What follows belongs to an exercise in optimizing a design on an open flow for small area and a short achievable clock period; a production flow would make more cautious choices. Function was checked by simulation only, so behaviour that the tests miss may differ from the original.

==> flow/design.v, too long to show whole: its modules and the start of the top module <==
// module KiwiNPU: 14719 lines
// module benc: 15 lines
module KiwiNPU (
  input  wire         clk,
  input  wire         rst_n,
  input  wire [31:0]  in_vec,
  input  wire [511:0] weights_flat,
  input  wire [95:0]  biases_flat,
  output wire [31:0]  out_vec
);
  // ...
==> flow/flow/run.sh <==
#!/bin/bash
# The standard layout (standard.sh), with two synthesis changes:
#  - SYNTH_ARGS=-noabc: skip Yosys's generic ABC pass before full-adder
#    extraction, so the adder trees written in the RTL map onto full-adder
#    cells as written (ABC still maps everything else afterwards);
set -euo pipefail
bash standard.sh SYNTH_ARGS=-noabc SYNTH_HIERARCHICAL=1 finish > standard_flow.log 2>&1
==> flow/standard.sh <==
#!/bin/bash
# synth_recipe.tcl (not shown) runs the flow's synth.tcl, then flattens the netlist and writes it again
# the make line also repeats each setting of config.mk as NAME=value (left out here)
make -C /OpenROAD-flow-scripts/flow DESIGN_CONFIG=/design/flow/config.mk WORK_HOME=/design/flow/orfs CLKGATE_MAP_FILE= SYNTH_SCRIPT=/design/flow/synth_recipe.tcl "${@:-finish}"
==> flow/config.mk <==
export PLATFORM = sky130hd
export DESIGN_NAME = KiwiNPU
export DESIGN_NICKNAME = KiwiNPU
export VERILOG_FILES = /design/flow/design.v
export SDC_FILE = /design/flow/constraint.sdc
export NUM_CORES = 4
export LEC_CHECK = 0
export CAP_MARGIN = 20
export CORE_MARGIN = 2
export CORE_UTILIZATION = 40
export SETUP_SLACK_MARGIN = 5.0
export SLEW_MARGIN = 20
==> flow/constraint.sdc <==
create_clock -name core_clock -period 12.0 [get_ports {clk}]
set_input_delay 2.4000 -clock core_clock [delete_from_list [all_inputs] [get_ports {clk}]]
set_output_delay 2.4000 -clock core_clock [all_outputs]
set_load 0.01 [all_outputs]
==> metrics.yaml, run 1 <==
floorplanning:
  taps: 3330
  die_h_um: 504
  die_w_um: 504
  num_rows: 183
  coreArea_sq_um: 249000
hold_path:
  min_path_cells: 6
logic_synthesis:
  synth_edf_count: 0
  yosys.area_share.simple_pct: 3.16
  synth-xor-area-share_pct: 19.7
  async_flop_share_pct: 100
  synth-compound-area-share_pct: 17.2
  netlist_instances: 9722
  postSynthAreaPerCell_sq_um: 10.3
  synth_cell_type_count: 57
worst_setup_path:
  path_cells: "clkdlybuf4s50_1 -> fa_2 -> fa_1 -> fa_1 -> fa_1 -> fa_1 -> fa_1 -> ha_1 -> nand2_1 -> o211ai_1 -> a21oi_2 -> o21bai_1 -> a21o_4 -> fa_2 -> a211oi_2 -> o21ai_2 -> a21oi_4 -> xnor2_4 -> buf_12 -> mux2i_1"
  arrival_ns: 8.13
  cp_num_cells: 20
  endpoint: "yq_1[2]"
  r2r_end: "yq_1[2]"
  ff2ff_path_depth: 20
timing:
  min_period_ns: 7.75
  worst_pin_slew_ns: 1.14
  grt_setup_unrepaired: "yes"
  fin_ws_ns: 4.25
  timing.fmax_mhz: 129
finish:
  buffers: 1471
  n_all_inverters: 439
  n_clock_buffer: 10
clocking:
  cts_max_level: 3
  cts.hold.buffers_added: 0
  cts_buffer_depth: 2
  root_buffer: "clkbuf_16"
route:
  wl_met1_um: 171000
  drt-total-wl_um: 496000
  wl_per_cell_um: 36.6
place:
  placed_cell_area_sq_um: 110000
outcome:
  status: "finished clean"
global_route:
  grt_use_met1_pct: 45.7
==> run 2, diff against run 1 <==
--- a/flow/config.mk
+++ b/flow/config.mk
@@ -9,4 +9,4 @@
 export CORE_MARGIN = 2
 export CORE_UTILIZATION = 40
-export SETUP_SLACK_MARGIN = 5.0
+export SETUP_SLACK_MARGIN = 3.0
 export SLEW_MARGIN = 20
==> run 2 against run 1 <==
Setup slack got worse by 1.2 ns. Sequential share of layout area rose by 0.19 points. Cell area is 10% lower. Global-route usage is 2.9 points lower. Clock-buffer cell count up 1. Die area did not move. Synthesized cell count is the same. Critical path depth shrank 2. Critical endpoint is now yq_1[5].
==> metrics.yaml, run 2 <==
outcome:
  status: "finished clean"
timing:
  final_hold_viol_count: 0
  slew_viol_final: 0
  min_period_ns: 8.92  # +1.17 ns
  finalSetupTns_ns: 0
  setup_viol: 0
  fin_crit_sh_pct: 74.4
  worst_pin_slew_ns: 1.25  # +0.110 ns
  grt_setup_unrepaired: "no"
  max_slew_margin_pct: 16.6
  fin_skew_ns: 0.0294
  timing.fmax_mhz: 112  # -13%
logic_synthesis:
  synth_top_area_share_pct: 44.4
  ys_warn_count: 7
  postSynthAreaPerCell_sq_um: 10.3  # unchanged
  synth_top_area_cell: "fa_1"
  synth_cell_type_count: 57  # unchanged
  synth_ff_type: "dfrtp_1"
  syn_area_sq_um: 100000
  synth-seq-cells: 84
  synth_edf_count: 0  # unchanged
  synth.area.top_cells: "fa_1 (44%), xnor2_1 (16%), a22oi_1 (12%)"
  synthTopCellsByCount: "fa_1 (2217), xnor2_1 (1820), a22oi_1 (1572)"
  netlist_instances: 9722  # unchanged
  synth.most_common_cell: "fa_1"
  ys_seq_area_share_pct: 2.10
  async_flop_share_pct: 100  # unchanged
place:
  dp.cells: 12894
  hpwl_um: 350000
  portBuffers: 669
  gp_congestion: 1.03
global_route:
  overflow: 0
  antenna_found_initial: 133
  grt.total_usage_pct: 35.3
  grt_first_pass_wirelength_um: 646000
  grt_pass1_vias: 88319
  grt_max_degree: 61
route:
  drc: 0
  dr.first_iter.drc_count: 11833
  drt-total-wl_um: 454000  # -8.5%
  avgViaCountPerCell: 6.39
  wl_per_cell_um: 35.0  # -4.6%
  vias: 82952
  drtPass1Iterations: 7
  ant_nets: 0
floorplanning:
  die_h_um: 504  # unchanged
  io_pins: 674
  die_w_um: 504  # unchanged
  coreArea_sq_um: 249000  # unchanged
  num_rows: 183  # unchanged
  initial_core_util_pct: 40.2
  die_area_sq_um: 254000
hold_path:
  hold_class: "flop to flop"
clocking:
  cts-buffers-inserted: 9
  cts_buffer_depth: 2  # unchanged
  clkTransAtPathRegs_ns: 0.12
  cts_max_level: 3  # unchanged
  cts_sinks: 84
  cts.hold.buffers_added: 0  # unchanged
  cts_tree: "built"
  root_buffer: "clkbuf_16"
  clkLatencyLatePin_ns: 0.50
finish:
  area_delta_synth_final_pct: 10.0
  final_common_cell: "fa_1"
  drive_gt1_share_pct: 4.56
  nets: 12996
  layout_common_cells: "fa_1 (2216), xnor2_1 (1820), a22oi_1 (1572), clkdlybuf4s50_1 (621), ha_1 (558)"
  layout.cells.non_filler: 12989
worst_setup_path:
  path_max_fanout: 8
  cp-end-kind: "flop"
  cpPeakStageDelay_ns: 1.01
  path_cells: "clkdlybuf4s50_1 -> a22oi_1 -> xnor2_1 -> fa_1 -> fa_1 -> fa_1 -> fa_1 -> fa_1 -> fa_1 -> ha_1 -> a21o_1 -> fa_1 -> a211oi_1 -> o21ai_0 -> a21oi_1 -> xnor2_1 -> buf_4 -> mux2i_1"
  cpMaxStageDelayCell: "clkdlybuf4s50_1"
  critPathMostFrequentCell: "fa_1"
  worstSetupPathType: "primary input to flop"
  cp-start-kind: "primary input"
  required_ns: 12.36
  arrival_ns: 9.28  # +1.15 ns
job:
  maxCapViolCount: 0
[run 2: worst max-delay path, delay by kind of cell]
family	cells	cell delay [ns]
xor+xnor	2	0.57
buf+inv	2	1.25
compound gates	5	1.16
mux	1	0.10
fa+ha+maj	8	3.78
[run 2: cell families (layout without fill, tap and decap cells)]
family          after synthesis  count (layout)  synth area share [%]
compound gates             2390            2390                  17.2
xor+xnor                   2253            2253                  19.7
fa+ha+maj                  2775            2775                  51.3
buf+inv                    1556            1399                  6.25
flops                        84              84                  2.10
mux                          23              23                 0.230
other cells                   1              95               0.00375
simple gates                640             640                  3.16
[run 2: per-layer routing]
layer / track usage, % / part of all wire [%]
met1: 42.7 / 35
met2: 53.6 / 44
met3: 12.0 / 13
met4: 23.1 / 7.6
met5: 0.225 / 0.17
[run 2: cell type report]
class	count	area (sq um)
fill	23747	139000
inverter	439	1650
tap	3330	4170
timing repair buffer	944	8910
multi-input combinational	8101	92800
sequential	84	2150
antenna	75	188
clock inverter	5	60.1
clock buffer	11	243
[run 2: worst paths after layout]
check / start / to / slack [ns] / depth (start not counted)
setup reg to reg: hq_6[3] / yq_2[0] / 3.58 / 21
hold / removal: hq_7[1] / yq_3[0] / 1.64 / 7
setup / recovery: weights_flat[373] / yq_1[5] / 3.08 / 18
hold reg to reg: hq_7[1] / yq_3[0] / 1.64 / 7
max in group asynchronous: rst_n / hq_2[5] / 8.58 / 2
min in group asynchronous: rst_n / yq_1[0] / 2.03 / 1
[run 2: Yosys stat by module, one instance, submodules excluded]
module,times used,cells
KiwiNPU,1,9386
benc,24,14
[run 2: stage by stage]
step | utilization, % | instance area, sq um | hold slack, ns | setup slack [ns]
final | 44.3 | 110000 | 1.64 | 3.08
after global routing | 44.2 | 110000 | 1.64 | 2.95
after CTS | 44.1 | 110000 | 1.60 | 2.98
after detailed placement | 43.9 | 109000 | 1.55 | 1.84
after global placement | 43.9 | 109000 | 1.56 | 1.92
after floorplan | - | 100000 | 1.22 | 3.92
[run 2: timing repair]
action	4_1_cts	5_1_grt
endpoints found under the setup margin	58	74
pin swaps	2	1
buffers inserted	2	2
gates resized for setup	26	64

==> port drivers added, routing unchanged <==
No port has a modelled driver above. Below, the same layouts with a new extraction and two added sets of constraints. Step 1: set_driving_cell puts a clkbuf_16 on clk and a buf_2 on each other input, an assumption about the parent block. Step 2, shift: input delay + t, output delay - t, t = (earliest + latest rising clock arrival at the registers) / 2. This alone moves slack from input paths to output paths. a / b / c = ideal ports / drivers / drivers and shift; a / b = the first two.
| run | t (ns) | setup WS [ns] | worst setup path at the end | worst register clock-pin slew, ns | pins driven straight from the clock port |
|---|---|---|---|---|---|
| run 1 | 0.596 | 4.246 / 4.076 / 3.480 | input to register | 0.12 / 0.12 | 1 |
| run 2 | 0.570 | 3.076 / 3.117 / 2.547 | input to register | 0.12 / 0.12 | 1 |
After both steps setup and hold are still met in every run listed. The setup slack of run 1, which loses most, moves by -0.170 ns with the drivers and by -0.766 ns with both steps.
